Context: an optimization exercise on an open-source flow, tuned for small area, a short achievable clock period and few clock cycles per item. The choices shown serve that exercise and are no tape-out recipe. At most, simulation tests tie the RTL to the original design; equivalence was not proved. Power and IR drop assume default switching activity.

==> flow/design.v <==
module top_fsm(
        input clk,
        input rst_n,
        input        ram_in_we,
        input [4 :0] ram_in_addr_wr,
        input [7 :0] ram_in_data_wr,
        input [3 :0] ram_out_addr_rd,
        output [15:0] ram_out_data_rd,
        input opmode_in,
        output reg done_out
);
    reg [7:0]  ram_in  [0:31];
    reg [15:0] ram_out [0:15];
    reg        busy;
    always @(posedge clk) begin
        if (ram_in_we)
            ram_in[ram_in_addr_wr] <= ram_in_data_wr;
    end
    integer k;
    always @(posedge clk) begin
        if (opmode_in)
            for (k = 0; k < 16; k = k + 1)
                ram_out[k] <= {ram_in[2*k], ram_in[2*k+1]};
    end
    wire [3:0] rd_lo, rd_hi;
    rd_pre u_rd_lo (.a(ram_out_addr_rd[1:0]), .p(rd_lo));
    rd_pre u_rd_hi (.a(ram_out_addr_rd[3:2]), .p(rd_hi));
    wire [15:0] rd_sel_c [0:1];
    genvar c, w;
    generate
        for (c = 0; c < 2; c = c + 1) begin : rd_copy
            for (w = 0; w < 16; w = w + 1) begin : line
                rd_and2 u_and (.a(rd_lo[w%4]), .b(rd_hi[w/4]), .y(rd_sel_c[c][w]));
            end
        end
    endgenerate
    genvar b, g;
    generate
        for (b = 0; b < 16; b = b + 1) begin : rd_bit
            wire [1:0] half;
            for (g = 0; g < 2; g = g + 1) begin : oct
                rd_oct u_oct (.s(rd_sel_c[b/8][8*g+7:8*g]),
                              .d({ram_out[8*g+7][b], ram_out[8*g+6][b], ram_out[8*g+5][b], ram_out[8*g+4][b],
                                  ram_out[8*g+3][b], ram_out[8*g+2][b], ram_out[8*g+1][b], ram_out[8*g][b]}),
                              .y(half[g]));
            end
            wire out_n;
            rd_nor2  u_or (.a(half[0]), .b(half[1]), .y(out_n));
            rd_inv   u_iv (.a(out_n), .y(ram_out_data_rd[b]));
        end
    endgenerate
    always @(posedge clk or negedge rst_n) begin
        if (!rst_n)
            busy <= 1'b0;
        else
            busy <= opmode_in;
    end
    always @(posedge clk or negedge rst_n) begin
        if (!rst_n)
            done_out <= 1'b0;
        else if (opmode_in)
            done_out <= 1'b0;
        else if (busy)
            done_out <= 1'b1;
    end
endmodule
module rd_pre(input [1:0] a, output [3:0] p);
    assign p = 4'b1 << a;
endmodule
module rd_and2(input a, input b, output y);
    assign y = a & b;
endmodule
module rd_ao22n(input a, input b, input c, input d, output y);
    assign y = ~((a & b) | (c & d));
endmodule
module rd_nand4(input a, input b, input c, input d, output y);
    assign y = ~(a & b & c & d);
endmodule
module rd_nor2(input a, input b, output y);
    assign y = ~(a | b);
endmodule
module rd_inv(input a, output y);
    assign y = ~a;
endmodule
module rd_oct(input [7:0] s, input [7:0] d, output y);
    assign y = |(s & d);
endmodule
clock: 4.5 ns
lec_check: 0
cap_margin: 20
core_margin: 2
core_utilization: 65
cts_cluster_diameter: 100
cts_cluster_size: 30
setup_slack_margin: 2.2
slew_margin: 20
synth_hierarchical: 1
synth_minimum_keep_size: 0
run.sh (not shown) runs the stock make flow with config.mk's settings and CLKGATE_MAP_FILE= SYNTH_SCRIPT=/design/flow/synth_recipe.tcl, a recipe that flattens the netlist after the stock synthesis.
The first run ran to the end with no violations.
Next try:
--- a/flow/design.v
+++ b/flow/design.v
@@ -37,18 +37,16 @@
     genvar b, g;
     generate
         for (b = 0; b < 16; b = b + 1) begin : rd_bit
             wire [1:0] half;
             for (g = 0; g < 2; g = g + 1) begin : oct
-                rd_oct u_oct (.s(rd_sel_c[b/8][8*g+7:8*g]),
+                rd_octn u_oct (.s(rd_sel_c[b/8][8*g+7:8*g]),
                               .d({ram_out[8*g+7][b], ram_out[8*g+6][b], ram_out[8*g+5][b], ram_out[8*g+4][b],
                                   ram_out[8*g+3][b], ram_out[8*g+2][b], ram_out[8*g+1][b], ram_out[8*g][b]}),
                               .y(half[g]));
             end
-            wire out_n;
-            rd_nor2  u_or (.a(half[0]), .b(half[1]), .y(out_n));
-            rd_inv   u_iv (.a(out_n), .y(ram_out_data_rd[b]));
+            rd_nand2 u_or (.a(half[0]), .b(half[1]), .y(ram_out_data_rd[b]));
         end
     endgenerate
     always @(posedge clk or negedge rst_n) begin
         if (!rst_n)
             busy <= 1'b0;
@@ -74,14 +72,11 @@
     assign y = ~((a & b) | (c & d));
 endmodule
 module rd_nand4(input a, input b, input c, input d, output y);
     assign y = ~(a & b & c & d);
 endmodule
-module rd_nor2(input a, input b, output y);
-    assign y = ~(a | b);
+module rd_octn(input [7:0] s, input [7:0] d, output y);
+    assign y = ~|(s & d);
 endmodule
-module rd_inv(input a, output y);
-    assign y = ~a;
+module rd_nand2(input a, input b, output y);
+    assign y = ~(a & b);
 endmodule
-module rd_oct(input [7:0] s, input [7:0] d, output y);
-    assign y = |(s & d);
-endmodule
Result:
- design area rose by 0.56%
- critical path depth is unchanged
- via count fell by 0.94%
- non-clock buffer count rose by 6
- flip-flop and latch count does not change
- wire length fell by 2.3%
- sequential power stays flat
- final cell count fell by 0.81%
No run of this note included a check of the RTL's function; only the layout flow was run.

========
top_fsm, a different RTL version from the one above (not shown whole).
Size: about 830 cells after synthesis, about 510 flip-flops.
==> module top_fsm, before the edit <==
module top_fsm(
        input clk,
        input rst_n,
        input        ram_in_we,
        input [4 :0] ram_in_addr_wr,
        input [7 :0] ram_in_data_wr,
        input [3 :0] ram_out_addr_rd,
        output [15:0] ram_out_data_rd,
        input opmode_in,
        output reg done_out
);
    reg [7:0]  ram_in  [0:31];
    reg [15:0] ram_out [0:15];
    reg        busy;
    always @(posedge clk) begin
        if (ram_in_we)
            ram_in[ram_in_addr_wr] <= ram_in_data_wr;
    end
    integer k;
    always @(posedge clk) begin
        if (opmode_in)
            for (k = 0; k < 16; k = k + 1)
                ram_out[k] <= {ram_in[2*k], ram_in[2*k+1]};
    end
    wire [3:0] rd_lo, rd_hi;
    rd_pre u_rd_lo (.a(ram_out_addr_rd[1:0]), .p(rd_lo));
    rd_pre u_rd_hi (.a(ram_out_addr_rd[3:2]), .p(rd_hi));
    wire [15:0] rd_sel_c [0:3];
    genvar c, w;
    generate
        for (c = 0; c < 4; c = c + 1) begin : rd_copy
            for (w = 0; w < 16; w = w + 1) begin : line
                rd_and2 u_and (.a(rd_lo[w%4]), .b(rd_hi[w/4]), .y(rd_sel_c[c][w]));
            end
        end
    endgenerate
    genvar b, g;
    generate
        for (b = 0; b < 16; b = b + 1) begin : rd_bit
            wire [1:0] half;
            for (g = 0; g < 2; g = g + 1) begin : oct
                rd_oct u_oct (.s(rd_sel_c[b/4][8*g+7:8*g]),
                              .d({ram_out[8*g+7][b], ram_out[8*g+6][b], ram_out[8*g+5][b], ram_out[8*g+4][b],
                                  ram_out[8*g+3][b], ram_out[8*g+2][b], ram_out[8*g+1][b], ram_out[8*g][b]}),
                              .y(half[g]));
            end
            wire out_n;
            rd_nor2  u_or (.a(half[0]), .b(half[1]), .y(out_n));
            rd_inv   u_iv (.a(out_n), .y(ram_out_data_rd[b]));
        end
    endgenerate
    always @(posedge clk or negedge rst_n) begin
        if (!rst_n)
            busy <= 1'b0;
        else
            busy <= opmode_in;
    end
    always @(posedge clk or negedge rst_n) begin
        if (!rst_n)
            done_out <= 1'b0;
        else if (opmode_in)
            done_out <= 1'b0;
        else if (busy)
            done_out <= 1'b1;
    end
endmodule
make LEC_CHECK=0 CAP_MARGIN=20 CORE_MARGIN=2 CORE_UTILIZATION=65 CTS_CLUSTER_DIAMETER=100 CTS_CLUSTER_SIZE=30 SETUP_SLACK_MARGIN=2.2 SLEW_MARGIN=20 SYNTH_HIERARCHICAL=1 SYNTH_MINIMUM_KEEP_SIZE=0 finish   # period 4.5 ns
Change:
--- a/flow/design.v
+++ b/flow/design.v
@@ -19,30 +19,20 @@
     integer k;
     always @(posedge clk) begin
         if (opmode_in)
             for (k = 0; k < 16; k = k + 1)
                 ram_out[k] <= {ram_in[2*k], ram_in[2*k+1]};
     end
-    wire [3:0] rd_lo, rd_hi;
-    rd_pre u_rd_lo (.a(ram_out_addr_rd[1:0]), .p(rd_lo));
-    rd_pre u_rd_hi (.a(ram_out_addr_rd[3:2]), .p(rd_hi));
-    wire [15:0] rd_sel_c [0:3];
-    genvar c, w;
-    generate
-        for (c = 0; c < 4; c = c + 1) begin : rd_copy
-            for (w = 0; w < 16; w = w + 1) begin : line
-                rd_and2 u_and (.a(rd_lo[w%4]), .b(rd_hi[w/4]), .y(rd_sel_c[c][w]));
-            end
-        end
-    endgenerate
+    wire [15:0] rd_sel;
+    rd_decode u_rd_dec (.a(ram_out_addr_rd), .s(rd_sel));
     genvar b, g;
     generate
         for (b = 0; b < 16; b = b + 1) begin : rd_bit
             wire [1:0] half;
             for (g = 0; g < 2; g = g + 1) begin : oct
-                rd_oct u_oct (.s(rd_sel_c[b/4][8*g+7:8*g]),
+                rd_oct u_oct (.s(rd_sel[8*g+7:8*g]),
                               .d({ram_out[8*g+7][b], ram_out[8*g+6][b], ram_out[8*g+5][b], ram_out[8*g+4][b],
                                   ram_out[8*g+3][b], ram_out[8*g+2][b], ram_out[8*g+1][b], ram_out[8*g][b]}),
                               .y(half[g]));
             end
             wire out_n;
             rd_nor2  u_or (.a(half[0]), .b(half[1]), .y(out_n));
@@ -61,12 +51,23 @@
         else if (opmode_in)
             done_out <= 1'b0;
         else if (busy)
             done_out <= 1'b1;
     end
 endmodule
+module rd_decode(input [3:0] a, output [15:0] s);
+    wire [3:0] lo, hi;
+    rd_pre u_lo (.a(a[1:0]), .p(lo));
+    rd_pre u_hi (.a(a[3:2]), .p(hi));
+    genvar i;
+    generate
+        for (i = 0; i < 16; i = i + 1) begin : line
+            rd_and2 u_and (.a(lo[i%4]), .b(hi[i/4]), .y(s[i]));
+        end
+    endgenerate
+endmodule
 module rd_pre(input [1:0] a, output [3:0] p);
     assign p = 4'b1 << a;
 endmodule
 module rd_and2(input a, input b, output y);
     assign y = a & b;
 endmodule
The new run produced a clean layout.
Worst hold slack degrades by 0.033 ns.
Final area is about the same.
Routed wire length went up by 5.2%.
Worst setup slack degrades by 0.031 ns.
Critical path depth stays the same.
Power barely changes.
Fmax goes down by 0.94%.
Synthesized area fell by 1.7%.
Global-route usage went up by 1.4 points.
Testbench counts after the change, summed over its fixed seeds: cycles 384, transfers 192.
For the first run of this note, only the layout was checked, not whether the RTL still works.

[re-timing with driven ports]
No port has a modelled driver above. Below, the same layouts with a new extraction and two added sets of constraints. Step 1 (the two cells are an assumption about what drives the block):
set clk [get_ports {clk}]
set_driving_cell -lib_cell sky130_fd_sc_hd__clkbuf_16 $clk
set_driving_cell -lib_cell sky130_fd_sc_hd__buf_2 [delete_from_list [all_inputs] $clk]
Step 2 times the ports against the registers' clock, not the clock port: input delays grow and output delays shrink by t, the midpoint of the rising clock arrivals with the driver on. Three values: no drivers, after step 1, after step 2; two values: the first two.
run	shift t [ns]	setup WS [ns]	worst hold slack (ns)	worst slew at a driven data input, ns
the first run of note 1	0.580	1.298 / 1.258 / 1.258	0.395 / 0.395 / 0.395	0.05
the second run of note 1	0.585	1.354 / 1.309 / 1.309	0.417 / 0.417 / 0.417	0.06
the first run of note 2	0.584	1.251 / 1.177 / 1.177	0.420 / 0.420 / 0.420	0.12
the second run of note 2	0.577	1.221 / 1.181 / 1.181	0.386 / 0.386 / 0.386	0.09
After both steps setup and hold are still met in every run listed. The setup slack of the first run of note 2, which loses most, moves by -0.074 ns with the drivers and by -0.074 ns with both steps.
